From an optimization exercise on the open Yosys and OpenROAD flow, aimed at small area and a short achievable clock period; shortcuts taken in it are not production practice.
No functional check of the RTL was part of any run shown here.
No activity file was given, so power comes from the tool's default toggle rates.

==> flow/design.v (outline; a module is shown in full before it is edited, if it fits) <==
// module FIRLPF: 1107 lines
// module FIRLPF_fa: 4 lines
// module FIRLPF_ha: 4 lines
// module FIRLPF_gp: 4 lines
module FIRLPF(
       input                     Clock,
       input                     Rst_n,
       input      signed  [31:0] InputData1,
       output     signed  [31:0] OutputData
);
  // ...
==> flow/flow/run.sh <==
#!/bin/bash
# The standard layout (standard.sh) with two changes to how it is made:
# - the port buffers that global placement inserts use buf_2 instead of the
#   flow's default pick, a slow delay buffer;
# - after placement resizing (repair_design), cells that drive many loads
#   get a stronger drive strength of the same cell (post_resize.tcl);
#   detailed placement then legalizes them as usual.
# Everything else, including synthesis, is the standard flow's. The tools'
# full output goes to standard.log in the work folder (and to the ORFS logs
# under orfs/logs).
set -euo pipefail
here=$(cd "$(dirname "$0")" && pwd)
export BUFFER_PORTS_ARGS="-buffer_cell sky130_fd_sc_hd__buf_2"
export POST_RESIZE_TCL="$here/post_resize.tcl"
bash standard.sh > standard.log 2>&1
==> flow/flow/post_resize.tcl <==
# Sourced by ORFS after repair_design in the placement resizing step.
# Cells whose output drives more than 6 pins get the _4 drive strength of the
# same cell, more than 3 pins the _2 one, where the library has it (same
# function; flip-flops stay the same type of flip-flop).
set n_up 0
foreach inst [get_cells *] {
  set master [get_property $inst ref_name]
  if {![regexp {^(sky130_fd_sc_hd__[a-z0-9]+)_([0-9]+)$} $master -> base drive]} { continue }
  if {[string match "*clkbuf*" $base] || [string match "*dly*" $base] || [string match "*tap*" $base]} { continue }
  set fo 0
  foreach pin [get_pins -of_objects $inst -filter "direction == output"] {
    set net [get_nets -of_objects $pin]
    if {$net eq ""} { continue }
    incr fo [llength [get_pins -of_objects $net -filter "direction == input"]]
  }
  if {$fo > 6} { set want 4 } elseif {$fo > 3} { set want 2 } else { continue }
  if {$drive >= $want} { continue }
  if {[llength [get_lib_cells -quiet ${base}_$want]] == 0} { continue }
  replace_cell $inst ${base}_$want
  incr n_up
}
puts "post_resize.tcl: upsized $n_up cells"
==> flow/standard.sh <==
#!/bin/bash
# synth_recipe.tcl (not shown) runs the flow's synth.tcl, then flattens the netlist and writes it again
# the make line also repeats each setting of config.mk as NAME=value (left out here)
make -C /OpenROAD-flow-scripts/flow DESIGN_CONFIG=/design/flow/config.mk WORK_HOME=/design/flow/orfs CLKGATE_MAP_FILE= SYNTH_SCRIPT=/design/flow/synth_recipe.tcl "${@:-finish}"
==> flow/config.mk <==
export PLATFORM = sky130hd
export DESIGN_NAME = FIRLPF
export DESIGN_NICKNAME = FIRLPF
export VERILOG_FILES = /design/flow/design.v
export SDC_FILE = /design/flow/constraint.sdc
export NUM_CORES = 4
export LEC_CHECK = 0
export CAP_MARGIN = 20
export CELL_PAD_IN_SITES_DETAIL_PLACEMENT = 1
export CORE_MARGIN = 2
export CORE_UTILIZATION = 30
export PLACE_DENSITY = 0.5
export SLEW_MARGIN = 20
export SYNTH_HIERARCHICAL = 1
export SYNTH_MINIMUM_KEEP_SIZE = 0
==> flow/constraint.sdc <==
create_clock -name core_clock -period 11.0 [get_ports {Clock}]
set_input_delay 2.2000 -clock core_clock [delete_from_list [all_inputs] [get_ports {Clock}]]
set_output_delay 2.2000 -clock core_clock [all_outputs]
set_load 0.01 [all_outputs]
==> results.sh, run 1 <==
export IMPL_syn_nets=2368
export IMPL_path_delay_family="flip-flops"
export IMPL_multiInputGateArea_sq_um=13300
export IMPL_drtAntennaViolNets=0
export IMPL_postPlaceCellArea_sq_um=23700
export IMPL_ff_latch_area_sq_um=8400
export IMPL_switching_share=0.351
export IMPL_wl_met1_mm=26.3
export IMPL_min_path_type="reg -> reg"
export IMPL_setup_slack_ns=7.60
export IMPL_gp_congestion=0.764
export IMPL_grt_pass1_vias=15900
export IMPL_peakVddDrop_mv=0.138
export IMPL_period_needed_ns=3.40
export IMPL_io_pins=66
export IMPL_die_area_sq_um=77100
export IMPL_start_util=0.302
export IMPL_outcome="complete, no violations"
export IMPL_critPathCapture="OutputData[13]"
export IMPL_fin_nets=2308
export IMPL_hold_depth=0
export IMPL_cts_hold_buf=0
export IMPL_final_setup_skew_ns=0.0298
export IMPL_clock_buffers=70
export IMPL_r2r_start="ctl[9]"
export IMPL_hold_ws_ns=0.300
==> run 2: changes to the inputs <==
--- a/flow/design.v
+++ b/flow/design.v
@@ -517,124 +517,96 @@
 wire f201s, f201c;
 FIRLPF_fa uf201 (.a(f121s), .b(f160c), .c(f161s), .s(f201s), .co(f201c));
 wire f202s, f202c;
 FIRLPF_fa uf202 (.a(f123s), .b(f161c), .c(f162s), .s(f202s), .co(f202c));
 always @(posedge Clock) begin
   Ss <= {f201c, f200c, f199c, f198c, f197c, f196c, f195c, f194c, f193c, f192c, f191c, f190c, f189c, f188c, f187c, f186c, f185c, f184c, f183c, f182c, f181c, f180c, f179c, f178c, f177c, f176c, f175c, f174c, f173c, f172c, f171c, f170c, f169c, f168c, f167c, f166c, f165c, f164c, h163c, row4[0]};
   Sc <= {f202s, f201s, f200s, f199s, f198s, f197s, f196s, f195s, f194s, f193s, f192s, f191s, f190s, f189s, f188s, f187s, f186s, f185s, f184s, f183s, f182s, f181s, f180s, f179s, f178s, f177s, f176s, f175s, f174s, f173s, f172s, f171s, f170s, f169s, f168s, f167s, f166s, f165s, f164s, h163s};
 end
-wire lp0, lg0;
-FIRLPF_ha ulh0 (.a(Ss[0]), .b(Sc[0]), .s(lp0), .co(lg0));
-wire lp1, lg1;
-FIRLPF_ha ulh1 (.a(Ss[1]), .b(Sc[1]), .s(lp1), .co(lg1));
-wire lp2, lg2;
-FIRLPF_ha ulh2 (.a(Ss[2]), .b(Sc[2]), .s(lp2), .co(lg2));
-wire lp3, lg3;
-FIRLPF_ha ulh3 (.a(Ss[3]), .b(Sc[3]), .s(lp3), .co(lg3));
-wire lp4, lg4;
-FIRLPF_ha ulh4 (.a(Ss[4]), .b(Sc[4]), .s(lp4), .co(lg4));
-wire lp5, lg5;
-FIRLPF_ha ulh5 (.a(Ss[5]), .b(Sc[5]), .s(lp5), .co(lg5));
-wire lp6, lg6;
-FIRLPF_ha ulh6 (.a(Ss[6]), .b(Sc[6]), .s(lp6), .co(lg6));
-wire lp7, lg7;
-FIRLPF_ha ulh7 (.a(Ss[7]), .b(Sc[7]), .s(lp7), .co(lg7));
-wire lp8, lg8;
-FIRLPF_ha ulh8 (.a(Ss[8]), .b(Sc[8]), .s(lp8), .co(lg8));
-wire lp9, lg9;
-FIRLPF_ha ulh9 (.a(Ss[9]), .b(Sc[9]), .s(lp9), .co(lg9));
-wire lp10, lg10;
-FIRLPF_ha ulh10 (.a(Ss[10]), .b(Sc[10]), .s(lp10), .co(lg10));
-wire lp11, lg11;
-FIRLPF_ha ulh11 (.a(Ss[11]), .b(Sc[11]), .s(lp11), .co(lg11));
-wire lp12, lg12;
-FIRLPF_ha ulh12 (.a(Ss[12]), .b(Sc[12]), .s(lp12), .co(lg12));
-wire lp13, lg13;
-FIRLPF_ha ulh13 (.a(Ss[13]), .b(Sc[13]), .s(lp13), .co(lg13));
-wire lp14, lg14;
-FIRLPF_ha ulh14 (.a(Ss[14]), .b(Sc[14]), .s(lp14), .co(lg14));
-wire lt0g, lt0p;
-FIRLPF_gp ult0 (.gh(lg1), .ph(lp1), .gl(lg0), .pl(lp0), .g(lt0g), .p(lt0p));
-wire lt1g, lt1p;
-FIRLPF_gp ult1 (.gh(lg3), .ph(lp3), .gl(lg2), .pl(lp2), .g(lt1g), .p(lt1p));
-wire lt2g, lt2p;
-FIRLPF_gp ult2 (.gh(lg5), .ph(lp5), .gl(lg4), .pl(lp4), .g(lt2g), .p(lt2p));
-wire lt3g, lt3p;
-FIRLPF_gp ult3 (.gh(lg7), .ph(lp7), .gl(lg6), .pl(lp6), .g(lt3g), .p(lt3p));
-wire lt4g, lt4p;
-FIRLPF_gp ult4 (.gh(lg9), .ph(lp9), .gl(lg8), .pl(lp8), .g(lt4g), .p(lt4p));
-wire lt5g, lt5p;
-FIRLPF_gp ult5 (.gh(lg11), .ph(lp11), .gl(lg10), .pl(lp10), .g(lt5g), .p(lt5p));
-wire lt6g, lt6p;
-FIRLPF_gp ult6 (.gh(lg13), .ph(lp13), .gl(lg12), .pl(lp12), .g(lt6g), .p(lt6p));
-wire lt7g, lt7p;
-FIRLPF_gp ult7 (.gh(lt1g), .ph(lt1p), .gl(lt0g), .pl(lt0p), .g(lt7g), .p(lt7p));
-wire lt8g, lt8p;
-FIRLPF_gp ult8 (.gh(lt3g), .ph(lt3p), .gl(lt2g), .pl(lt2p), .g(lt8g), .p(lt8p));
-wire lt9g, lt9p;
-FIRLPF_gp ult9 (.gh(lt5g), .ph(lt5p), .gl(lt4g), .pl(lt4p), .g(lt9g), .p(lt9p));
-wire lt10g, lt10p;
-FIRLPF_gp ult10 (.gh(lg14), .ph(lp14), .gl(lt6g), .pl(lt6p), .g(lt10g), .p(lt10p));
-wire lt11g, lt11p;
-FIRLPF_gp ult11 (.gh(lt8g), .ph(lt8p), .gl(lt7g), .pl(lt7p), .g(lt11g), .p(lt11p));
-wire lt12g, lt12p;
-FIRLPF_gp ult12 (.gh(lt10g), .ph(lt10p), .gl(lt9g), .pl(lt9p), .g(lt12g), .p(lt12p));
-wire lt13g, lt13p;
-FIRLPF_gp ult13 (.gh(lt12g), .ph(lt12p), .gl(lt11g), .pl(lt11p), .g(lt13g), .p(lt13p));
 wire sap0, sag0;
-FIRLPF_ha usah0 (.a(Ss[15]), .b(Sc[15]), .s(sap0), .co(sag0));
+FIRLPF_ha usah0 (.a(Ss[0]), .b(Sc[0]), .s(sap0), .co(sag0));
 wire sap1, sag1;
-FIRLPF_ha usah1 (.a(Ss[16]), .b(Sc[16]), .s(sap1), .co(sag1));
+FIRLPF_ha usah1 (.a(Ss[1]), .b(Sc[1]), .s(sap1), .co(sag1));
 wire sap2, sag2;
-FIRLPF_ha usah2 (.a(Ss[17]), .b(Sc[17]), .s(sap2), .co(sag2));
+FIRLPF_ha usah2 (.a(Ss[2]), .b(Sc[2]), .s(sap2), .co(sag2));
 wire sap3, sag3;
-FIRLPF_ha usah3 (.a(Ss[18]), .b(Sc[18]), .s(sap3), .co(sag3));
+FIRLPF_ha usah3 (.a(Ss[3]), .b(Sc[3]), .s(sap3), .co(sag3));
 wire sap4, sag4;
-FIRLPF_ha usah4 (.a(Ss[19]), .b(Sc[19]), .s(sap4), .co(sag4));
+FIRLPF_ha usah4 (.a(Ss[4]), .b(Sc[4]), .s(sap4), .co(sag4));
 wire sap5, sag5;
-FIRLPF_ha usah5 (.a(Ss[20]), .b(Sc[20]), .s(sap5), .co(sag5));
+FIRLPF_ha usah5 (.a(Ss[5]), .b(Sc[5]), .s(sap5), .co(sag5));
 wire sap6, sag6;
-FIRLPF_ha usah6 (.a(Ss[21]), .b(Sc[21]), .s(sap6), .co(sag6));
+FIRLPF_ha usah6 (.a(Ss[6]), .b(Sc[6]), .s(sap6), .co(sag6));
 wire sap7, sag7;
-FIRLPF_ha usah7 (.a(Ss[22]), .b(Sc[22]), .s(sap7), .co(sag7));
+FIRLPF_ha usah7 (.a(Ss[7]), .b(Sc[7]), .s(sap7), .co(sag7));
 wire sap8, sag8;
-FIRLPF_ha usah8 (.a(Ss[23]), .b(Sc[23]), .s(sap8), .co(sag8));
+FIRLPF_ha usah8 (.a(Ss[8]), .b(Sc[8]), .s(sap8), .co(sag8));
 wire sap9, sag9;
-FIRLPF_ha usah9 (.a(Ss[24]), .b(Sc[24]), .s(sap9), .co(sag9));
+FIRLPF_ha usah9 (.a(Ss[9]), .b(Sc[9]), .s(sap9), .co(sag9));
 wire sap10, sag10;
-FIRLPF_ha usah10 (.a(Ss[25]), .b(Sc[25]), .s(sap10), .co(sag10));
+FIRLPF_ha usah10 (.a(Ss[10]), .b(Sc[10]), .s(sap10), .co(sag10));
 wire sap11, sag11;
-FIRLPF_ha usah11 (.a(Ss[26]), .b(Sc[26]), .s(sap11), .co(sag11));
+FIRLPF_ha usah11 (.a(Ss[11]), .b(Sc[11]), .s(sap11), .co(sag11));
 wire sap12, sag12;
-FIRLPF_ha usah12 (.a(Ss[27]), .b(Sc[27]), .s(sap12), .co(sag12));
+FIRLPF_ha usah12 (.a(Ss[12]), .b(Sc[12]), .s(sap12), .co(sag12));
 wire sap13, sag13;
-FIRLPF_ha usah13 (.a(Ss[28]), .b(Sc[28]), .s(sap13), .co(sag13));
+FIRLPF_ha usah13 (.a(Ss[13]), .b(Sc[13]), .s(sap13), .co(sag13));
 wire sap14, sag14;
-FIRLPF_ha usah14 (.a(Ss[29]), .b(Sc[29]), .s(sap14), .co(sag14));
+FIRLPF_ha usah14 (.a(Ss[14]), .b(Sc[14]), .s(sap14), .co(sag14));
 wire sap15, sag15;
-FIRLPF_ha usah15 (.a(Ss[30]), .b(Sc[30]), .s(sap15), .co(sag15));
+FIRLPF_ha usah15 (.a(Ss[15]), .b(Sc[15]), .s(sap15), .co(sag15));
 wire sap16, sag16;
-FIRLPF_ha usah16 (.a(Ss[31]), .b(Sc[31]), .s(sap16), .co(sag16));
+FIRLPF_ha usah16 (.a(Ss[16]), .b(Sc[16]), .s(sap16), .co(sag16));
 wire sap17, sag17;
-FIRLPF_ha usah17 (.a(Ss[32]), .b(Sc[32]), .s(sap17), .co(sag17));
+FIRLPF_ha usah17 (.a(Ss[17]), .b(Sc[17]), .s(sap17), .co(sag17));
 wire sap18, sag18;
-FIRLPF_ha usah18 (.a(Ss[33]), .b(Sc[33]), .s(sap18), .co(sag18));
+FIRLPF_ha usah18 (.a(Ss[18]), .b(Sc[18]), .s(sap18), .co(sag18));
 wire sap19, sag19;
-FIRLPF_ha usah19 (.a(Ss[34]), .b(Sc[34]), .s(sap19), .co(sag19));
+FIRLPF_ha usah19 (.a(Ss[19]), .b(Sc[19]), .s(sap19), .co(sag19));
 wire sap20, sag20;
-FIRLPF_ha usah20 (.a(Ss[35]), .b(Sc[35]), .s(sap20), .co(sag20));
+FIRLPF_ha usah20 (.a(Ss[20]), .b(Sc[20]), .s(sap20), .co(sag20));
 wire sap21, sag21;
-FIRLPF_ha usah21 (.a(Ss[36]), .b(Sc[36]), .s(sap21), .co(sag21));
+FIRLPF_ha usah21 (.a(Ss[21]), .b(Sc[21]), .s(sap21), .co(sag21));
 wire sap22, sag22;
-FIRLPF_ha usah22 (.a(Ss[37]), .b(Sc[37]), .s(sap22), .co(sag22));
+FIRLPF_ha usah22 (.a(Ss[22]), .b(Sc[22]), .s(sap22), .co(sag22));
 wire sap23, sag23;
-FIRLPF_ha usah23 (.a(Ss[38]), .b(Sc[38]), .s(sap23), .co(sag23));
+FIRLPF_ha usah23 (.a(Ss[23]), .b(Sc[23]), .s(sap23), .co(sag23));
 wire sap24, sag24;
-FIRLPF_ha usah24 (.a(Ss[39]), .b(Sc[39]), .s(sap24), .co(sag24));
+FIRLPF_ha usah24 (.a(Ss[24]), .b(Sc[24]), .s(sap24), .co(sag24));
+wire sap25, sag25;
+FIRLPF_ha usah25 (.a(Ss[25]), .b(Sc[25]), .s(sap25), .co(sag25));
+wire sap26, sag26;
+FIRLPF_ha usah26 (.a(Ss[26]), .b(Sc[26]), .s(sap26), .co(sag26));
+wire sap27, sag27;
+FIRLPF_ha usah27 (.a(Ss[27]), .b(Sc[27]), .s(sap27), .co(sag27));
+wire sap28, sag28;
+FIRLPF_ha usah28 (.a(Ss[28]), .b(Sc[28]), .s(sap28), .co(sag28));
+wire sap29, sag29;
+FIRLPF_ha usah29 (.a(Ss[29]), .b(Sc[29]), .s(sap29), .co(sag29));
+wire sap30, sag30;
+FIRLPF_ha usah30 (.a(Ss[30]), .b(Sc[30]), .s(sap30), .co(sag30));
+wire sap31, sag31;
+FIRLPF_ha usah31 (.a(Ss[31]), .b(Sc[31]), .s(sap31), .co(sag31));
+wire sap32, sag32;
+FIRLPF_ha usah32 (.a(Ss[32]), .b(Sc[32]), .s(sap32), .co(sag32));
+wire sap33, sag33;
+FIRLPF_ha usah33 (.a(Ss[33]), .b(Sc[33]), .s(sap33), .co(sag33));
+wire sap34, sag34;
+FIRLPF_ha usah34 (.a(Ss[34]), .b(Sc[34]), .s(sap34), .co(sag34));
+wire sap35, sag35;
+FIRLPF_ha usah35 (.a(Ss[35]), .b(Sc[35]), .s(sap35), .co(sag35));
+wire sap36, sag36;
+FIRLPF_ha usah36 (.a(Ss[36]), .b(Sc[36]), .s(sap36), .co(sag36));
+wire sap37, sag37;
+FIRLPF_ha usah37 (.a(Ss[37]), .b(Sc[37]), .s(sap37), .co(sag37));
+wire sap38, sag38;
+FIRLPF_ha usah38 (.a(Ss[38]), .b(Sc[38]), .s(sap38), .co(sag38));
+wire sap39, sag39;
+FIRLPF_ha usah39 (.a(Ss[39]), .b(Sc[39]), .s(sap39), .co(sag39));
 wire saG0_1g, saG0_1p;
 FIRLPF_gp usaG0_1 (.gh(sag1), .ph(sap1), .gl(sag0), .pl(sap0), .g(saG0_1g), .p(saG0_1p));
 wire saG0_3g, saG0_3p;
 FIRLPF_gp usaG0_3 (.gh(sag3), .ph(sap3), .gl(sag2), .pl(sap2), .g(saG0_3g), .p(saG0_3p));
 wire saG0_5g, saG0_5p;
 FIRLPF_gp usaG0_5 (.gh(sag5), .ph(sap5), .gl(sag4), .pl(sap4), .g(saG0_5g), .p(saG0_5p));
 wire saG0_7g, saG0_7p;
 FIRLPF_gp usaG0_7 (.gh(sag7), .ph(sap7), .gl(sag6), .pl(sap6), .g(saG0_7g), .p(saG0_7p));
@@ -649,16 +621,32 @@
 wire saG0_17g, saG0_17p;
 FIRLPF_gp usaG0_17 (.gh(sag17), .ph(sap17), .gl(sag16), .pl(sap16), .g(saG0_17g), .p(saG0_17p));
 wire saG0_19g, saG0_19p;
 FIRLPF_gp usaG0_19 (.gh(sag19), .ph(sap19), .gl(sag18), .pl(sap18), .g(saG0_19g), .p(saG0_19p));
 wire saG0_21g, saG0_21p;
 FIRLPF_gp usaG0_21 (.gh(sag21), .ph(sap21), .gl(sag20), .pl(sap20), .g(saG0_21g), .p(saG0_21p));
 wire saG0_23g, saG0_23p;
 FIRLPF_gp usaG0_23 (.gh(sag23), .ph(sap23), .gl(sag22), .pl(sap22), .g(saG0_23g), .p(saG0_23p));
+wire saG0_25g, saG0_25p;
+FIRLPF_gp usaG0_25 (.gh(sag25), .ph(sap25), .gl(sag24), .pl(sap24), .g(saG0_25g), .p(saG0_25p));
+wire saG0_27g, saG0_27p;
+FIRLPF_gp usaG0_27 (.gh(sag27), .ph(sap27), .gl(sag26), .pl(sap26), .g(saG0_27g), .p(saG0_27p));
+wire saG0_29g, saG0_29p;
+FIRLPF_gp usaG0_29 (.gh(sag29), .ph(sap29), .gl(sag28), .pl(sap28), .g(saG0_29g), .p(saG0_29p));
+wire saG0_31g, saG0_31p;
+FIRLPF_gp usaG0_31 (.gh(sag31), .ph(sap31), .gl(sag30), .pl(sap30), .g(saG0_31g), .p(saG0_31p));
+wire saG0_33g, saG0_33p;
+FIRLPF_gp usaG0_33 (.gh(sag33), .ph(sap33), .gl(sag32), .pl(sap32), .g(saG0_33g), .p(saG0_33p));
+wire saG0_35g, saG0_35p;
+FIRLPF_gp usaG0_35 (.gh(sag35), .ph(sap35), .gl(sag34), .pl(sap34), .g(saG0_35g), .p(saG0_35p));
+wire saG0_37g, saG0_37p;
+FIRLPF_gp usaG0_37 (.gh(sag37), .ph(sap37), .gl(sag36), .pl(sap36), .g(saG0_37g), .p(saG0_37p));
+wire saG0_39g, saG0_39p;
+FIRLPF_gp usaG0_39 (.gh(sag39), .ph(sap39), .gl(sag38), .pl(sap38), .g(saG0_39g), .p(saG0_39p));
 wire saG1_2g, saG1_2p;
 FIRLPF_gp usaG1_2 (.gh(sag2), .ph(sap2), .gl(saG0_1g), .pl(saG0_1p), .g(saG1_2g), .p(saG1_2p));
 wire saG1_3g, saG1_3p;
 FIRLPF_gp usaG1_3 (.gh(saG0_3g), .ph(saG0_3p), .gl(saG0_1g), .pl(saG0_1p), .g(saG1_3g), .p(saG1_3p));
 wire saG1_6g, saG1_6p;
 FIRLPF_gp usaG1_6 (.gh(sag6), .ph(sap6), .gl(saG0_5g), .pl(saG0_5p), .g(saG1_6g), .p(saG1_6p));
 wire saG1_7g, saG1_7p;
 FIRLPF_gp usaG1_7 (.gh(saG0_7g), .ph(saG0_7p), .gl(saG0_5g), .pl(saG0_5p), .g(saG1_7g), .p(saG1_7p));
@@ -673,16 +661,32 @@
 wire saG1_18g, saG1_18p;
 FIRLPF_gp usaG1_18 (.gh(sag18), .ph(sap18), .gl(saG0_17g), .pl(saG0_17p), .g(saG1_18g), .p(saG1_18p));
 wire saG1_19g, saG1_19p;
 FIRLPF_gp usaG1_19 (.gh(saG0_19g), .ph(saG0_19p), .gl(saG0_17g), .pl(saG0_17p), .g(saG1_19g), .p(saG1_19p));
 wire saG1_22g, saG1_22p;
 FIRLPF_gp usaG1_22 (.gh(sag22), .ph(sap22), .gl(saG0_21g), .pl(saG0_21p), .g(saG1_22g), .p(saG1_22p));
 wire saG1_23g, saG1_23p;
 FIRLPF_gp usaG1_23 (.gh(saG0_23g), .ph(saG0_23p), .gl(saG0_21g), .pl(saG0_21p), .g(saG1_23g), .p(saG1_23p));
+wire saG1_26g, saG1_26p;
+FIRLPF_gp usaG1_26 (.gh(sag26), .ph(sap26), .gl(saG0_25g), .pl(saG0_25p), .g(saG1_26g), .p(saG1_26p));
+wire saG1_27g, saG1_27p;
+FIRLPF_gp usaG1_27 (.gh(saG0_27g), .ph(saG0_27p), .gl(saG0_25g), .pl(saG0_25p), .g(saG1_27g), .p(saG1_27p));
+wire saG1_30g, saG1_30p;
+FIRLPF_gp usaG1_30 (.gh(sag30), .ph(sap30), .gl(saG0_29g), .pl(saG0_29p), .g(saG1_30g), .p(saG1_30p));
+wire saG1_31g, saG1_31p;
+FIRLPF_gp usaG1_31 (.gh(saG0_31g), .ph(saG0_31p), .gl(saG0_29g), .pl(saG0_29p), .g(saG1_31g), .p(saG1_31p));
+wire saG1_34g, saG1_34p;
+FIRLPF_gp usaG1_34 (.gh(sag34), .ph(sap34), .gl(saG0_33g), .pl(saG0_33p), .g(saG1_34g), .p(saG1_34p));
+wire saG1_35g, saG1_35p;
+FIRLPF_gp usaG1_35 (.gh(saG0_35g), .ph(saG0_35p), .gl(saG0_33g), .pl(saG0_33p), .g(saG1_35g), .p(saG1_35p));
+wire saG1_38g, saG1_38p;
+FIRLPF_gp usaG1_38 (.gh(sag38), .ph(sap38), .gl(saG0_37g), .pl(saG0_37p), .g(saG1_38g), .p(saG1_38p));
+wire saG1_39g, saG1_39p;
+FIRLPF_gp usaG1_39 (.gh(saG0_39g), .ph(saG0_39p), .gl(saG0_37g), .pl(saG0_37p), .g(saG1_39g), .p(saG1_39p));
 wire saG2_4g, saG2_4p;
 FIRLPF_gp usaG2_4 (.gh(sag4), .ph(sap4), .gl(saG1_3g), .pl(saG1_3p), .g(saG2_4g), .p(saG2_4p));
 wire saG2_5g, saG2_5p;
 FIRLPF_gp usaG2_5 (.gh(saG0_5g), .ph(saG0_5p), .gl(saG1_3g), .pl(saG1_3p), .g(saG2_5g), .p(saG2_5p));
 wire saG2_6g, saG2_6p;
 FIRLPF_gp usaG2_6 (.gh(saG1_6g), .ph(saG1_6p), .gl(saG1_3g), .pl(saG1_3p), .g(saG2_6g), .p(saG2_6p));
 wire saG2_7g, saG2_7p;
 FIRLPF_gp usaG2_7 (.gh(saG1_7g), .ph(saG1_7p), .gl(saG1_3g), .pl(saG1_3p), .g(saG2_7g), .p(saG2_7p));
@@ -697,16 +701,32 @@
 wire saG2_20g, saG2_20p;
 FIRLPF_gp usaG2_20 (.gh(sag20), .ph(sap20), .gl(saG1_19g), .pl(saG1_19p), .g(saG2_20g), .p(saG2_20p));
 wire saG2_21g, saG2_21p;
 FIRLPF_gp usaG2_21 (.gh(saG0_21g), .ph(saG0_21p), .gl(saG1_19g), .pl(saG1_19p), .g(saG2_21g), .p(saG2_21p));
 wire saG2_22g, saG2_22p;
 FIRLPF_gp usaG2_22 (.gh(saG1_22g), .ph(saG1_22p), .gl(saG1_19g), .pl(saG1_19p), .g(saG2_22g), .p(saG2_22p));
 wire saG2_23g, saG2_23p;
 FIRLPF_gp usaG2_23 (.gh(saG1_23g), .ph(saG1_23p), .gl(saG1_19g), .pl(saG1_19p), .g(saG2_23g), .p(saG2_23p));
+wire saG2_28g, saG2_28p;
+FIRLPF_gp usaG2_28 (.gh(sag28), .ph(sap28), .gl(saG1_27g), .pl(saG1_27p), .g(saG2_28g), .p(saG2_28p));
+wire saG2_29g, saG2_29p;
+FIRLPF_gp usaG2_29 (.gh(saG0_29g), .ph(saG0_29p), .gl(saG1_27g), .pl(saG1_27p), .g(saG2_29g), .p(saG2_29p));
+wire saG2_30g, saG2_30p;
+FIRLPF_gp usaG2_30 (.gh(saG1_30g), .ph(saG1_30p), .gl(saG1_27g), .pl(saG1_27p), .g(saG2_30g), .p(saG2_30p));
+wire saG2_31g, saG2_31p;
+FIRLPF_gp usaG2_31 (.gh(saG1_31g), .ph(saG1_31p), .gl(saG1_27g), .pl(saG1_27p), .g(saG2_31g), .p(saG2_31p));
+wire saG2_36g, saG2_36p;
+FIRLPF_gp usaG2_36 (.gh(sag36), .ph(sap36), .gl(saG1_35g), .pl(saG1_35p), .g(saG2_36g), .p(saG2_36p));
+wire saG2_37g, saG2_37p;
+FIRLPF_gp usaG2_37 (.gh(saG0_37g), .ph(saG0_37p), .gl(saG1_35g), .pl(saG1_35p), .g(saG2_37g), .p(saG2_37p));
+wire saG2_38g, saG2_38p;
+FIRLPF_gp usaG2_38 (.gh(saG1_38g), .ph(saG1_38p), .gl(saG1_35g), .pl(saG1_35p), .g(saG2_38g), .p(saG2_38p));
+wire saG2_39g, saG2_39p;
+FIRLPF_gp usaG2_39 (.gh(saG1_39g), .ph(saG1_39p), .gl(saG1_35g), .pl(saG1_35p), .g(saG2_39g), .p(saG2_39p));
 wire saG3_8g, saG3_8p;
 FIRLPF_gp usaG3_8 (.gh(sag8), .ph(sap8), .gl(saG2_7g), .pl(saG2_7p), .g(saG3_8g), .p(saG3_8p));
 wire saG3_9g, saG3_9p;
 FIRLPF_gp usaG3_9 (.gh(saG0_9g), .ph(saG0_9p), .gl(saG2_7g), .pl(saG2_7p), .g(saG3_9g), .p(saG3_9p));
 wire saG3_10g, saG3_10p;
 FIRLPF_gp usaG3_10 (.gh(saG1_10g), .ph(saG1_10p), .gl(saG2_7g), .pl(saG2_7p), .g(saG3_10g), .p(saG3_10p));
 wire saG3_11g, saG3_11p;
 FIRLPF_gp usaG3_11 (.gh(saG1_11g), .ph(saG1_11p), .gl(saG2_7g), .pl(saG2_7p), .g(saG3_11g), .p(saG3_11p));
@@ -715,16 +735,30 @@
 wire saG3_13g, saG3_13p;
 FIRLPF_gp usaG3_13 (.gh(saG2_13g), .ph(saG2_13p), .gl(saG2_7g), .pl(saG2_7p), .g(saG3_13g), .p(saG3_13p));
 wire saG3_14g, saG3_14p;
 FIRLPF_gp usaG3_14 (.gh(saG2_14g), .ph(saG2_14p), .gl(saG2_7g), .pl(saG2_7p), .g(saG3_14g), .p(saG3_14p));
 wire saG3_15g, saG3_15p;
 FIRLPF_gp usaG3_15 (.gh(saG2_15g), .ph(saG2_15p), .gl(saG2_7g), .pl(saG2_7p), .g(saG3_15g), .p(saG3_15p));
 wire saG3_24g, saG3_24p;
 FIRLPF_gp usaG3_24 (.gh(sag24), .ph(sap24), .gl(saG2_23g), .pl(saG2_23p), .g(saG3_24g), .p(saG3_24p));
+wire saG3_25g, saG3_25p;
+FIRLPF_gp usaG3_25 (.gh(saG0_25g), .ph(saG0_25p), .gl(saG2_23g), .pl(saG2_23p), .g(saG3_25g), .p(saG3_25p));
+wire saG3_26g, saG3_26p;
+FIRLPF_gp usaG3_26 (.gh(saG1_26g), .ph(saG1_26p), .gl(saG2_23g), .pl(saG2_23p), .g(saG3_26g), .p(saG3_26p));
+wire saG3_27g, saG3_27p;
+FIRLPF_gp usaG3_27 (.gh(saG1_27g), .ph(saG1_27p), .gl(saG2_23g), .pl(saG2_23p), .g(saG3_27g), .p(saG3_27p));
+wire saG3_28g, saG3_28p;
+FIRLPF_gp usaG3_28 (.gh(saG2_28g), .ph(saG2_28p), .gl(saG2_23g), .pl(saG2_23p), .g(saG3_28g), .p(saG3_28p));
+wire saG3_29g, saG3_29p;
+FIRLPF_gp usaG3_29 (.gh(saG2_29g), .ph(saG2_29p), .gl(saG2_23g), .pl(saG2_23p), .g(saG3_29g), .p(saG3_29p));
+wire saG3_30g, saG3_30p;
+FIRLPF_gp usaG3_30 (.gh(saG2_30g), .ph(saG2_30p), .gl(saG2_23g), .pl(saG2_23p), .g(saG3_30g), .p(saG3_30p));
+wire saG3_31g, saG3_31p;
+FIRLPF_gp usaG3_31 (.gh(saG2_31g), .ph(saG2_31p), .gl(saG2_23g), .pl(saG2_23p), .g(saG3_31g), .p(saG3_31p));
 wire saG4_16g, saG4_16p;
 FIRLPF_gp usaG4_16 (.gh(sag16), .ph(sap16), .gl(saG3_15g), .pl(saG3_15p), .g(saG4_16g), .p(saG4_16p));
 wire saG4_17g, saG4_17p;
 FIRLPF_gp usaG4_17 (.gh(saG0_17g), .ph(saG0_17p), .gl(saG3_15g), .pl(saG3_15p), .g(saG4_17g), .p(saG4_17p));
 wire saG4_18g, saG4_18p;
 FIRLPF_gp usaG4_18 (.gh(saG1_18g), .ph(saG1_18p), .gl(saG3_15g), .pl(saG3_15p), .g(saG4_18g), .p(saG4_18p));
 wire saG4_19g, saG4_19p;
 FIRLPF_gp usaG4_19 (.gh(saG1_19g), .ph(saG1_19p), .gl(saG3_15g), .pl(saG3_15p), .g(saG4_19g), .p(saG4_19p));
@@ -733,86 +767,105 @@
 wire saG4_21g, saG4_21p;
 FIRLPF_gp usaG4_21 (.gh(saG2_21g), .ph(saG2_21p), .gl(saG3_15g), .pl(saG3_15p), .g(saG4_21g), .p(saG4_21p));
 wire saG4_22g, saG4_22p;
 FIRLPF_gp usaG4_22 (.gh(saG2_22g), .ph(saG2_22p), .gl(saG3_15g), .pl(saG3_15p), .g(saG4_22g), .p(saG4_22p));
 wire saG4_23g, saG4_23p;
 FIRLPF_gp usaG4_23 (.gh(saG2_23g), .ph(saG2_23p), .gl(saG3_15g), .pl(saG3_15p), .g(saG4_23g), .p(saG4_23p));
 wire saG4_24g, saG4_24p;
 FIRLPF_gp usaG4_24 (.gh(saG3_24g), .ph(saG3_24p), .gl(saG3_15g), .pl(saG3_15p), .g(saG4_24g), .p(saG4_24p));
-wire sac0 = sag0 | (sap0 & lt13g);
-wire sac1 = saG0_1g | (saG0_1p & lt13g);
-wire sac2 = saG1_2g | (saG1_2p & lt13g);
-wire sac3 = saG1_3g | (saG1_3p & lt13g);
-wire sac4 = saG2_4g | (saG2_4p & lt13g);
-wire sac5 = saG2_5g | (saG2_5p & lt13g);
-wire sac6 = saG2_6g | (saG2_6p & lt13g);
-wire sac7 = saG2_7g | (saG2_7p & lt13g);
-wire sac8 = saG3_8g | (saG3_8p & lt13g);
-wire sac9 = saG3_9g | (saG3_9p & lt13g);
-wire sac10 = saG3_10g | (saG3_10p & lt13g);
-wire sac11 = saG3_11g | (saG3_11p & lt13g);
-wire sac12 = saG3_12g | (saG3_12p & lt13g);
-wire sac13 = saG3_13g | (saG3_13p & lt13g);
-wire sac14 = saG3_14g | (saG3_14p & lt13g);
-wire sac15 = saG3_15g | (saG3_15p & lt13g);
-wire sac16 = saG4_16g | (saG4_16p & lt13g);
-wire sac17 = saG4_17g | (saG4_17p & lt13g);
-wire sac18 = saG4_18g | (saG4_18p & lt13g);
-wire sac19 = saG4_19g | (saG4_19p & lt13g);
-wire sac20 = saG4_20g | (saG4_20p & lt13g);
-wire sac21 = saG4_21g | (saG4_21p & lt13g);
-wire sac22 = saG4_22g | (saG4_22p & lt13g);
-wire sac23 = saG4_23g | (saG4_23p & lt13g);
-wire sac24 = saG4_24g | (saG4_24p & lt13g);
-wire sas0 = sap0 ^ lt13g;
-wire sas1 = sap1 ^ sac0;
-wire sas2 = sap2 ^ sac1;
-wire sas3 = sap3 ^ sac2;
-wire sas4 = sap4 ^ sac3;
-wire sas5 = sap5 ^ sac4;
-wire sas6 = sap6 ^ sac5;
-wire sas7 = sap7 ^ sac6;
-wire sas8 = sap8 ^ sac7;
-wire sas9 = sap9 ^ sac8;
-wire sas10 = sap10 ^ sac9;
-wire sas11 = sap11 ^ sac10;
-wire sas12 = sap12 ^ sac11;
-wire sas13 = sap13 ^ sac12;
-wire sas14 = sap14 ^ sac13;
-wire sas15 = sap15 ^ sac14;
-wire sas16 = sap16 ^ sac15;
-wire sas17 = sap17 ^ sac16;
-wire sas18 = sap18 ^ sac17;
-wire sas19 = sap19 ^ sac18;
-wire sas20 = sap20 ^ sac19;
-wire sas21 = sap21 ^ sac20;
-wire sas22 = sap22 ^ sac21;
-wire sas23 = sap23 ^ sac22;
-wire sas24 = sap24 ^ sac23;
-wire [24:0] Sfin = {sas24, sas23, sas22, sas21, sas20, sas19, sas18, sas17, sas16, sas15, sas14, sas13, sas12, sas11, sas10, sas9, sas8, sas7, sas6, sas5, sas4, sas3, sas2, sas1, sas0};
+wire saG4_25g, saG4_25p;
+FIRLPF_gp usaG4_25 (.gh(saG3_25g), .ph(saG3_25p), .gl(saG3_15g), .pl(saG3_15p), .g(saG4_25g), .p(saG4_25p));
+wire saG4_26g, saG4_26p;
+FIRLPF_gp usaG4_26 (.gh(saG3_26g), .ph(saG3_26p), .gl(saG3_15g), .pl(saG3_15p), .g(saG4_26g), .p(saG4_26p));
+wire saG4_27g, saG4_27p;
+FIRLPF_gp usaG4_27 (.gh(saG3_27g), .ph(saG3_27p), .gl(saG3_15g), .pl(saG3_15p), .g(saG4_27g), .p(saG4_27p));
+wire saG4_28g, saG4_28p;
+FIRLPF_gp usaG4_28 (.gh(saG3_28g), .ph(saG3_28p), .gl(saG3_15g), .pl(saG3_15p), .g(saG4_28g), .p(saG4_28p));
+wire saG4_29g, saG4_29p;
+FIRLPF_gp usaG4_29 (.gh(saG3_29g), .ph(saG3_29p), .gl(saG3_15g), .pl(saG3_15p), .g(saG4_29g), .p(saG4_29p));
+wire saG4_30g, saG4_30p;
+FIRLPF_gp usaG4_30 (.gh(saG3_30g), .ph(saG3_30p), .gl(saG3_15g), .pl(saG3_15p), .g(saG4_30g), .p(saG4_30p));
+wire saG4_31g, saG4_31p;
+FIRLPF_gp usaG4_31 (.gh(saG3_31g), .ph(saG3_31p), .gl(saG3_15g), .pl(saG3_15p), .g(saG4_31g), .p(saG4_31p));
+wire saG5_32g, saG5_32p;
+FIRLPF_gp usaG5_32 (.gh(sag32), .ph(sap32), .gl(saG4_31g), .pl(saG4_31p), .g(saG5_32g), .p(saG5_32p));
+wire saG5_33g, saG5_33p;
+FIRLPF_gp usaG5_33 (.gh(saG0_33g), .ph(saG0_33p), .gl(saG4_31g), .pl(saG4_31p), .g(saG5_33g), .p(saG5_33p));
+wire saG5_34g, saG5_34p;
+FIRLPF_gp usaG5_34 (.gh(saG1_34g), .ph(saG1_34p), .gl(saG4_31g), .pl(saG4_31p), .g(saG5_34g), .p(saG5_34p));
+wire saG5_35g, saG5_35p;
+FIRLPF_gp usaG5_35 (.gh(saG1_35g), .ph(saG1_35p), .gl(saG4_31g), .pl(saG4_31p), .g(saG5_35g), .p(saG5_35p));
+wire saG5_36g, saG5_36p;
+FIRLPF_gp usaG5_36 (.gh(saG2_36g), .ph(saG2_36p), .gl(saG4_31g), .pl(saG4_31p), .g(saG5_36g), .p(saG5_36p));
+wire saG5_37g, saG5_37p;
+FIRLPF_gp usaG5_37 (.gh(saG2_37g), .ph(saG2_37p), .gl(saG4_31g), .pl(saG4_31p), .g(saG5_37g), .p(saG5_37p));
+wire saG5_38g, saG5_38p;
+FIRLPF_gp usaG5_38 (.gh(saG2_38g), .ph(saG2_38p), .gl(saG4_31g), .pl(saG4_31p), .g(saG5_38g), .p(saG5_38p));
+wire saG5_39g, saG5_39p;
+FIRLPF_gp usaG5_39 (.gh(saG2_39g), .ph(saG2_39p), .gl(saG4_31g), .pl(saG4_31p), .g(saG5_39g), .p(saG5_39p));
+wire sas1 = sap1 ^ sag0;
+wire sas2 = sap2 ^ saG0_1g;
+wire sas3 = sap3 ^ saG1_2g;
+wire sas4 = sap4 ^ saG1_3g;
+wire sas5 = sap5 ^ saG2_4g;
+wire sas6 = sap6 ^ saG2_5g;
+wire sas7 = sap7 ^ saG2_6g;
+wire sas8 = sap8 ^ saG2_7g;
+wire sas9 = sap9 ^ saG3_8g;
+wire sas10 = sap10 ^ saG3_9g;
+wire sas11 = sap11 ^ saG3_10g;
+wire sas12 = sap12 ^ saG3_11g;
+wire sas13 = sap13 ^ saG3_12g;
+wire sas14 = sap14 ^ saG3_13g;
+wire sas15 = sap15 ^ saG3_14g;
+wire sas16 = sap16 ^ saG3_15g;
+wire sas17 = sap17 ^ saG4_16g;
+wire sas18 = sap18 ^ saG4_17g;
+wire sas19 = sap19 ^ saG4_18g;
+wire sas20 = sap20 ^ saG4_19g;
+wire sas21 = sap21 ^ saG4_20g;
+wire sas22 = sap22 ^ saG4_21g;
+wire sas23 = sap23 ^ saG4_22g;
+wire sas24 = sap24 ^ saG4_23g;
+wire sas25 = sap25 ^ saG4_24g;
+wire sas26 = sap26 ^ saG4_25g;
+wire sas27 = sap27 ^ saG4_26g;
+wire sas28 = sap28 ^ saG4_27g;
+wire sas29 = sap29 ^ saG4_28g;
+wire sas30 = sap30 ^ saG4_29g;
+wire sas31 = sap31 ^ saG4_30g;
+wire sas32 = sap32 ^ saG4_31g;
+wire sas33 = sap33 ^ saG5_32g;
+wire sas34 = sap34 ^ saG5_33g;
+wire sas35 = sap35 ^ saG5_34g;
+wire sas36 = sap36 ^ saG5_35g;
+wire sas37 = sap37 ^ saG5_36g;
+wire sas38 = sap38 ^ saG5_37g;
+wire sas39 = sap39 ^ saG5_38g;
+wire [24:0] Sfin = {sas39, sas38, sas37, sas36, sas35, sas34, sas33, sas32, sas31, sas30, sas29, sas28, sas27, sas26, sas25, sas24, sas23, sas22, sas21, sas20, sas19, sas18, sas17, sas16, sas15};
 reg [1:0] nins;
 always @(posedge Clock or negedge Rst_n)
   if (!Rst_n)                       nins <= 2'd0;
   else if (restart && nins != 2'd2) nins <= nins + 2'd1;
 reg [24:0] R0, R1, R2, R3, R4, R5, R6, R7, R8;
 always @(posedge Clock) begin
   R0 <= restart ? (nins == 2'd0 ? 25'd0 : Sfin) : (nins == 2'd2 ? R8 : 25'd0);
   R1 <= R0; R2 <= R1; R3 <= R2; R4 <= R3;
   R5 <= R4; R6 <= R5; R7 <= R6; R8 <= R7;
 end
 reg upd;
 always @(posedge Clock or negedge Rst_n)
   if (!Rst_n) upd <= 1'b0;
   else        upd <= (Count == 6'd39);
-reg  [29:0] U;
-wire [29:0] Unext;
-wire [29:0] ua = U;
-wire [29:0] ub = {{5{R2[24]}}, R2};
-wire [29:0] uc = ~{{5{R7[24]}}, R7};
+reg  [27:0] U;
+wire [27:0] Unext;
+wire [27:0] ua = U;
+wire [27:0] ub = {{3{R2[24]}}, R2};
+wire [27:0] uc = ~{{3{R7[24]}}, R7};
 wire us0, uk0;
 FIRLPF_fa uu0 (.a(ua[0]), .b(ub[0]), .c(uc[0]), .s(us0), .co(uk0));
 wire us1, uk1;
 FIRLPF_fa uu1 (.a(ua[1]), .b(ub[1]), .c(uc[1]), .s(us1), .co(uk1));
 wire us2, uk2;
 FIRLPF_fa uu2 (.a(ua[2]), .b(ub[2]), .c(uc[2]), .s(us2), .co(uk2));
 wire us3, uk3;
 FIRLPF_fa uu3 (.a(ua[3]), .b(ub[3]), .c(uc[3]), .s(us3), .co(uk3));
@@ -859,20 +912,16 @@
 wire us24, uk24;
 FIRLPF_fa uu24 (.a(ua[24]), .b(ub[24]), .c(uc[24]), .s(us24), .co(uk24));
 wire us25, uk25;
 FIRLPF_fa uu25 (.a(ua[25]), .b(ub[25]), .c(uc[25]), .s(us25), .co(uk25));
 wire us26, uk26;
 FIRLPF_fa uu26 (.a(ua[26]), .b(ub[26]), .c(uc[26]), .s(us26), .co(uk26));
 wire us27, uk27;
 FIRLPF_fa uu27 (.a(ua[27]), .b(ub[27]), .c(uc[27]), .s(us27), .co(uk27));
-wire us28, uk28;
-FIRLPF_fa uu28 (.a(ua[28]), .b(ub[28]), .c(uc[28]), .s(us28), .co(uk28));
-wire us29, uk29;
-FIRLPF_fa uu29 (.a(ua[29]), .b(ub[29]), .c(uc[29]), .s(us29), .co(uk29));
 wire uap0, uag0;
 FIRLPF_ha uuah0 (.a(us0), .b(1'b1), .s(uap0), .co(uag0));
 wire uap1, uag1;
 FIRLPF_ha uuah1 (.a(us1), .b(uk0), .s(uap1), .co(uag1));
 wire uap2, uag2;
 FIRLPF_ha uuah2 (.a(us2), .b(uk1), .s(uap2), .co(uag2));
 wire uap3, uag3;
 FIRLPF_ha uuah3 (.a(us3), .b(uk2), .s(uap3), .co(uag3));
@@ -919,20 +968,16 @@
 wire uap24, uag24;
 FIRLPF_ha uuah24 (.a(us24), .b(uk23), .s(uap24), .co(uag24));
 wire uap25, uag25;
 FIRLPF_ha uuah25 (.a(us25), .b(uk24), .s(uap25), .co(uag25));
 wire uap26, uag26;
 FIRLPF_ha uuah26 (.a(us26), .b(uk25), .s(uap26), .co(uag26));
 wire uap27, uag27;
 FIRLPF_ha uuah27 (.a(us27), .b(uk26), .s(uap27), .co(uag27));
-wire uap28, uag28;
-FIRLPF_ha uuah28 (.a(us28), .b(uk27), .s(uap28), .co(uag28));
-wire uap29, uag29;
-FIRLPF_ha uuah29 (.a(us29), .b(uk28), .s(uap29), .co(uag29));
 wire uaG0_1g, uaG0_1p;
 FIRLPF_gp uuaG0_1 (.gh(uag1), .ph(uap1), .gl(uag0), .pl(uap0), .g(uaG0_1g), .p(uaG0_1p));
 wire uaG0_3g, uaG0_3p;
 FIRLPF_gp uuaG0_3 (.gh(uag3), .ph(uap3), .gl(uag2), .pl(uap2), .g(uaG0_3g), .p(uaG0_3p));
 wire uaG0_5g, uaG0_5p;
 FIRLPF_gp uuaG0_5 (.gh(uag5), .ph(uap5), .gl(uag4), .pl(uap4), .g(uaG0_5g), .p(uaG0_5p));
 wire uaG0_7g, uaG0_7p;
 FIRLPF_gp uuaG0_7 (.gh(uag7), .ph(uap7), .gl(uag6), .pl(uap6), .g(uaG0_7g), .p(uaG0_7p));
@@ -951,18 +996,16 @@
 wire uaG0_21g, uaG0_21p;
 FIRLPF_gp uuaG0_21 (.gh(uag21), .ph(uap21), .gl(uag20), .pl(uap20), .g(uaG0_21g), .p(uaG0_21p));
 wire uaG0_23g, uaG0_23p;
 FIRLPF_gp uuaG0_23 (.gh(uag23), .ph(uap23), .gl(uag22), .pl(uap22), .g(uaG0_23g), .p(uaG0_23p));
 wire uaG0_25g, uaG0_25p;
 FIRLPF_gp uuaG0_25 (.gh(uag25), .ph(uap25), .gl(uag24), .pl(uap24), .g(uaG0_25g), .p(uaG0_25p));
 wire uaG0_27g, uaG0_27p;
 FIRLPF_gp uuaG0_27 (.gh(uag27), .ph(uap27), .gl(uag26), .pl(uap26), .g(uaG0_27g), .p(uaG0_27p));
-wire uaG0_29g, uaG0_29p;
-FIRLPF_gp uuaG0_29 (.gh(uag29), .ph(uap29), .gl(uag28), .pl(uap28), .g(uaG0_29g), .p(uaG0_29p));
 wire uaG1_2g, uaG1_2p;
 FIRLPF_gp uuaG1_2 (.gh(uag2), .ph(uap2), .gl(uaG0_1g), .pl(uaG0_1p), .g(uaG1_2g), .p(uaG1_2p));
 wire uaG1_3g, uaG1_3p;
 FIRLPF_gp uuaG1_3 (.gh(uaG0_3g), .ph(uaG0_3p), .gl(uaG0_1g), .pl(uaG0_1p), .g(uaG1_3g), .p(uaG1_3p));
 wire uaG1_6g, uaG1_6p;
 FIRLPF_gp uuaG1_6 (.gh(uag6), .ph(uap6), .gl(uaG0_5g), .pl(uaG0_5p), .g(uaG1_6g), .p(uaG1_6p));
 wire uaG1_7g, uaG1_7p;
 FIRLPF_gp uuaG1_7 (.gh(uaG0_7g), .ph(uaG0_7p), .gl(uaG0_5g), .pl(uaG0_5p), .g(uaG1_7g), .p(uaG1_7p));
@@ -1005,20 +1048,16 @@
 wire uaG2_20g, uaG2_20p;
 FIRLPF_gp uuaG2_20 (.gh(uag20), .ph(uap20), .gl(uaG1_19g), .pl(uaG1_19p), .g(uaG2_20g), .p(uaG2_20p));
 wire uaG2_21g, uaG2_21p;
 FIRLPF_gp uuaG2_21 (.gh(uaG0_21g), .ph(uaG0_21p), .gl(uaG1_19g), .pl(uaG1_19p), .g(uaG2_21g), .p(uaG2_21p));
 wire uaG2_22g, uaG2_22p;
 FIRLPF_gp uuaG2_22 (.gh(uaG1_22g), .ph(uaG1_22p), .gl(uaG1_19g), .pl(uaG1_19p), .g(uaG2_22g), .p(uaG2_22p));
 wire uaG2_23g, uaG2_23p;
 FIRLPF_gp uuaG2_23 (.gh(uaG1_23g), .ph(uaG1_23p), .gl(uaG1_19g), .pl(uaG1_19p), .g(uaG2_23g), .p(uaG2_23p));
-wire uaG2_28g, uaG2_28p;
-FIRLPF_gp uuaG2_28 (.gh(uag28), .ph(uap28), .gl(uaG1_27g), .pl(uaG1_27p), .g(uaG2_28g), .p(uaG2_28p));
-wire uaG2_29g, uaG2_29p;
-FIRLPF_gp uuaG2_29 (.gh(uaG0_29g), .ph(uaG0_29p), .gl(uaG1_27g), .pl(uaG1_27p), .g(uaG2_29g), .p(uaG2_29p));
 wire uaG3_8g, uaG3_8p;
 FIRLPF_gp uuaG3_8 (.gh(uag8), .ph(uap8), .gl(uaG2_7g), .pl(uaG2_7p), .g(uaG3_8g), .p(uaG3_8p));
 wire uaG3_9g, uaG3_9p;
 FIRLPF_gp uuaG3_9 (.gh(uaG0_9g), .ph(uaG0_9p), .gl(uaG2_7g), .pl(uaG2_7p), .g(uaG3_9g), .p(uaG3_9p));
 wire uaG3_10g, uaG3_10p;
 FIRLPF_gp uuaG3_10 (.gh(uaG1_10g), .ph(uaG1_10p), .gl(uaG2_7g), .pl(uaG2_7p), .g(uaG3_10g), .p(uaG3_10p));
 wire uaG3_11g, uaG3_11p;
 FIRLPF_gp uuaG3_11 (.gh(uaG1_11g), .ph(uaG1_11p), .gl(uaG2_7g), .pl(uaG2_7p), .g(uaG3_11g), .p(uaG3_11p));
@@ -1033,20 +1072,16 @@
 wire uaG3_24g, uaG3_24p;
 FIRLPF_gp uuaG3_24 (.gh(uag24), .ph(uap24), .gl(uaG2_23g), .pl(uaG2_23p), .g(uaG3_24g), .p(uaG3_24p));
 wire uaG3_25g, uaG3_25p;
 FIRLPF_gp uuaG3_25 (.gh(uaG0_25g), .ph(uaG0_25p), .gl(uaG2_23g), .pl(uaG2_23p), .g(uaG3_25g), .p(uaG3_25p));
 wire uaG3_26g, uaG3_26p;
 FIRLPF_gp uuaG3_26 (.gh(uaG1_26g), .ph(uaG1_26p), .gl(uaG2_23g), .pl(uaG2_23p), .g(uaG3_26g), .p(uaG3_26p));
 wire uaG3_27g, uaG3_27p;
 FIRLPF_gp uuaG3_27 (.gh(uaG1_27g), .ph(uaG1_27p), .gl(uaG2_23g), .pl(uaG2_23p), .g(uaG3_27g), .p(uaG3_27p));
-wire uaG3_28g, uaG3_28p;
-FIRLPF_gp uuaG3_28 (.gh(uaG2_28g), .ph(uaG2_28p), .gl(uaG2_23g), .pl(uaG2_23p), .g(uaG3_28g), .p(uaG3_28p));
-wire uaG3_29g, uaG3_29p;
-FIRLPF_gp uuaG3_29 (.gh(uaG2_29g), .ph(uaG2_29p), .gl(uaG2_23g), .pl(uaG2_23p), .g(uaG3_29g), .p(uaG3_29p));
 wire uaG4_16g, uaG4_16p;
 FIRLPF_gp uuaG4_16 (.gh(uag16), .ph(uap16), .gl(uaG3_15g), .pl(uaG3_15p), .g(uaG4_16g), .p(uaG4_16p));
 wire uaG4_17g, uaG4_17p;
 FIRLPF_gp uuaG4_17 (.gh(uaG0_17g), .ph(uaG0_17p), .gl(uaG3_15g), .pl(uaG3_15p), .g(uaG4_17g), .p(uaG4_17p));
 wire uaG4_18g, uaG4_18p;
 FIRLPF_gp uuaG4_18 (.gh(uaG1_18g), .ph(uaG1_18p), .gl(uaG3_15g), .pl(uaG3_15p), .g(uaG4_18g), .p(uaG4_18p));
 wire uaG4_19g, uaG4_19p;
 FIRLPF_gp uuaG4_19 (.gh(uaG1_19g), .ph(uaG1_19p), .gl(uaG3_15g), .pl(uaG3_15p), .g(uaG4_19g), .p(uaG4_19p));
@@ -1061,20 +1096,16 @@
 wire uaG4_24g, uaG4_24p;
 FIRLPF_gp uuaG4_24 (.gh(uaG3_24g), .ph(uaG3_24p), .gl(uaG3_15g), .pl(uaG3_15p), .g(uaG4_24g), .p(uaG4_24p));
 wire uaG4_25g, uaG4_25p;
 FIRLPF_gp uuaG4_25 (.gh(uaG3_25g), .ph(uaG3_25p), .gl(uaG3_15g), .pl(uaG3_15p), .g(uaG4_25g), .p(uaG4_25p));
 wire uaG4_26g, uaG4_26p;
 FIRLPF_gp uuaG4_26 (.gh(uaG3_26g), .ph(uaG3_26p), .gl(uaG3_15g), .pl(uaG3_15p), .g(uaG4_26g), .p(uaG4_26p));
 wire uaG4_27g, uaG4_27p;
 FIRLPF_gp uuaG4_27 (.gh(uaG3_27g), .ph(uaG3_27p), .gl(uaG3_15g), .pl(uaG3_15p), .g(uaG4_27g), .p(uaG4_27p));
-wire uaG4_28g, uaG4_28p;
-FIRLPF_gp uuaG4_28 (.gh(uaG3_28g), .ph(uaG3_28p), .gl(uaG3_15g), .pl(uaG3_15p), .g(uaG4_28g), .p(uaG4_28p));
-wire uaG4_29g, uaG4_29p;
-FIRLPF_gp uuaG4_29 (.gh(uaG3_29g), .ph(uaG3_29p), .gl(uaG3_15g), .pl(uaG3_15p), .g(uaG4_29g), .p(uaG4_29p));
 wire uas1 = uap1 ^ uag0;
 wire uas2 = uap2 ^ uaG0_1g;
 wire uas3 = uap3 ^ uaG1_2g;
 wire uas4 = uap4 ^ uaG1_3g;
 wire uas5 = uap5 ^ uaG2_4g;
 wire uas6 = uap6 ^ uaG2_5g;
 wire uas7 = uap7 ^ uaG2_6g;
 wire uas8 = uap8 ^ uaG2_7g;
@@ -1092,23 +1123,21 @@
 wire uas20 = uap20 ^ uaG4_19g;
 wire uas21 = uap21 ^ uaG4_20g;
 wire uas22 = uap22 ^ uaG4_21g;
 wire uas23 = uap23 ^ uaG4_22g;
 wire uas24 = uap24 ^ uaG4_23g;
 wire uas25 = uap25 ^ uaG4_24g;
 wire uas26 = uap26 ^ uaG4_25g;
 wire uas27 = uap27 ^ uaG4_26g;
-wire uas28 = uap28 ^ uaG4_27g;
-wire uas29 = uap29 ^ uaG4_28g;
-assign Unext = {uas29, uas28, uas27, uas26, uas25, uas24, uas23, uas22, uas21, uas20, uas19, uas18, uas17, uas16, uas15, uas14, uas13, uas12, uas11, uas10, uas9, uas8, uas7, uas6, uas5, uas4, uas3, uas2, uas1, uap0};
+assign Unext = {uas27, uas26, uas25, uas24, uas23, uas22, uas21, uas20, uas19, uas18, uas17, uas16, uas15, uas14, uas13, uas12, uas11, uas10, uas9, uas8, uas7, uas6, uas5, uas4, uas3, uas2, uas1, uap0};
 always @(posedge Clock or negedge Rst_n)
-  if (!Rst_n)   U <= 30'd0;
+  if (!Rst_n)   U <= 28'd0;
   else if (upd) U <= Unext;
-assign OutputData = {U[29], U[29], U[28], U[28], U[28], U[27], U[27], U[27], U[26:3]};
+assign OutputData = {{7{U[27]}}, U[27:3]};
 endmodule
 module FIRLPF_fa(input a, input b, input c, output s, output co);
 assign s  = a ^ b ^ c;
 assign co = (a & b) | (a & c) | (b & c);
 endmodule
 module FIRLPF_ha(input a, input b, output s, output co);
 assign s  = a ^ b;
 assign co = a & b;
==> flow/flow/run.sh (replaced) <==
#!/bin/bash
# The standard layout (standard.sh) with one change to how it is made:
# the port buffers that global placement inserts use buf_2 instead of the
# flow's default pick, a slow delay buffer. Everything else, including
# synthesis, is the standard flow's. The tools' full output goes to
# standard.log in the work folder (and to the ORFS logs under orfs/logs).
set -euo pipefail
export BUFFER_PORTS_ARGS="-buffer_cell sky130_fd_sc_hd__buf_2"
bash standard.sh > standard.log 2>&1
removed: flow/flow/post_resize.tcl
==> run 2 against run 1 <==
  * Die area fell by 1.0%
  * Sequential power about the same
  * Hold slack better by 0.018 ns
  * Largest cell class unchanged
  * Largest power group unchanged
==> results.sh, run 2 <==
export IMPL_yosys_warnings=7
export IMPL_clk_pin_slew_ns=0.06
export IMPL_vias=14200
export IMPL_wl_per_cell_um=19.1
export IMPL_power_leakage_uw=0.0118
export IMPL_cts_buffers_inserted=45
export IMPL_post_cts_buffers=0
export IMPL_grt_pass1_vias=15800
export IMPL_drv_slew=0
export IMPL_period_share=0.323
export IMPL_track_usage=0.146
export IMPL_io_pins=66
export IMPL_p_per_area_nw_per_um2=243
export IMPL_drive_gt1_frac=0.100
export IMPL_synth_area_per_cell_sq_um=11.3
export IMPL_viasPerCell=4.87
export IMPL_core_area_sq_um=73200
export IMPL_final_hold_viol_count=0
export IMPL_drtIter0Drc=784
export IMPL_fin_area_sq_um=24500
export IMPL_syn_nets=2322
export IMPL_rsz0062_at_grt="no"
export IMPL_start_util=0.304
export IMPL_cts_tree="yes"
export IMPL_dpl_worst_slack_ns=7.49
export IMPL_multiInputGateArea_sq_um=12800
export IMPL_post_cts_resized=0
export IMPL_cts_hold_buf=0
export IMPL_grt_max_degree=56
export IMPL_cts_htree_levels=2
export IMPL_finalNonFillerCells=2909
export IMPL_outcome="complete, no violations"
export IMPL_drtAntennaViolNets=0
export IMPL_die_area_sq_um=76300
export IMPL_insertion_delay_ns=0.59
export IMPL_path_delay_family="flip-flops"
export IMPL_cap_violations=0
export IMPL_place_inst=2827
export IMPL_overflow=0
export IMPL_syn_area_sq_um=22200
export IMPL_cts_root_buf="clkbuf_16"
export IMPL_gp_congestion=0.763
export IMPL_drc=0
export IMPL_crit_path_max_incr_delay_ns=0.57
export IMPL_dieWidth_um=276
export IMPL_critPathSlowestCell="dfrtp_1"
export IMPL_fmax_mhz=281
export IMPL_period_needed_ns=3.56
export IMPL_syn_inst=1975
export IMPL_tightest_slew_ns=1.06
export IMPL_fill_cells=7919
export IMPL_cts_buffer_depth=3
export IMPL_worstPathCellList="buf_2"
export IMPL_max_slew_margin=0.293
export IMPL_cp_max_fo=10
export IMPL_crit_type="reg -> out"
export IMPL_layout_commonest_cell="dfxtp_1"
export IMPL_final_core_util=0.334
export IMPL_tns_ns=0
export IMPL_routed_wl_mm=55.5
export IMPL_cp_data_required_time_ns=8.80
export IMPL_antenna_found_initial=4
export IMPL_worstPathArrival_ns=1.36
export IMPL_layout_common_cells="353 x dfxtp_1, 221 x fa_1, 189 x mux2i_1"
export IMPL_area_delta_synth_final_pct=10.0
export IMPL_final_setup_skew_ns=0.0275
export IMPL_die_y_um=276
export IMPL_clkSinkCount=398
export IMPL_ff_latch_area_sq_um=8170
export IMPL_fin_nets=2262
export IMPL_worstSetupStartpointType="register"
export IMPL_drtPass1Iterations=8
export IMPL_crit_buf_inv=1
export IMPL_postPlaceCellArea_sq_um=22900
export IMPL_grt_first_pass_wirelength_mm=89.8
export IMPL_top_regs="Sc x40, Ss x40, xr x32"
export IMPL_peakVddDrop_mv=0.127
export IMPL_rows=99
export IMPL_endpoint_kind="output port"
export IMPL_io_buffers=65
export IMPL_place_hpwl_mm=38.8
export IMPL_min_path_type="reg -> reg"
export IMPL_setup_violations_final=0
export IMPL_setup_slack_ns=7.44
-- run 2: power by group --
group          internal [uW]  leakage, uW  switching [uW]
clock network            902     0.000751             624
logic                   1270      0.00774            1320
registers               1670      0.00334             152
total                   3840       0.0118            2100
-- run 2: stage by stage --
step           hold slack (ns)  power, uW
4_1_cts                  0.319       6070
2_1_floorplan            0.310       3830
3_5_place_dp             0.313       4480
3_3_place_gp             0.310       4350
5_1_grt                  0.329       6480
6_report                 0.318       5940
-- run 2: worst paths after layout --
check	from	slack, ns	cells after the start	end
setup / recovery	U[27]	7.44	1	OutputData[31]
hold / removal	R6[17]	0.32	0	R7[17]
setup reg to reg	ctl[9]	7.49	7	Sc[15]
hold reg to reg	R6[17]	0.32	0	R7[17]
max in group asynchronous	Rst_n	8.68	2	upd
min in group asynchronous	Rst_n	1.78	2	U[0]
-- run 2: per-layer routing --
layer / GRT usage / vias to the layer above / part of all wire
met5: 0 / - / 0.00020
met4: 0.0369 / 2 / 0.017
met3: 0.0243 / 74 / 0.040
met2: 0.244 / 276 / 0.48
met1: 0.196 / 7256 / 0.46
li1: - / 6573 / -
-- run 2: area by class of cell --
type,count,share of cell area
Clock inverter,19,0.00818
Tap cell,959,0.0490
Timing Repair Buffer,86,0.0197
Multi-Input combinational cell,1321,0.525
Clock buffer,62,0.0544
Inverter,63,0.00976
Antenna cell,1,0.000102
Sequential cell,398,0.334

-- separate check: timing with driven ports --
No port has a modelled driver above. Below, the same layouts with a new extraction and two added sets of constraints.
Step 1: set_driving_cell puts a clkbuf_16 on Clock and a buf_2 on each other input, an assumption about the parent block.
Step 2, shift: input delay + t, output delay - t, t = (earliest + latest rising clock arrival at the registers) / 2. This alone moves slack from input paths to output paths.
Three values: no drivers, after step 1, after step 2; two values: the first two.
| run | shift t [ns] | setup WS [ns] | slew at the worst register clock pin (ns) | worst slew at a driven data input, ns |
|---|---|---|---|---|
| run 1 | 0.627 | 7.598 / 7.538 / 7.778 | 0.06 / 0.06 | 0.04 |
| run 2 | 0.641 | 7.445 / 7.381 / 7.488 | 0.07 / 0.07 | 0.05 |
After both steps every run listed still meets setup and hold.
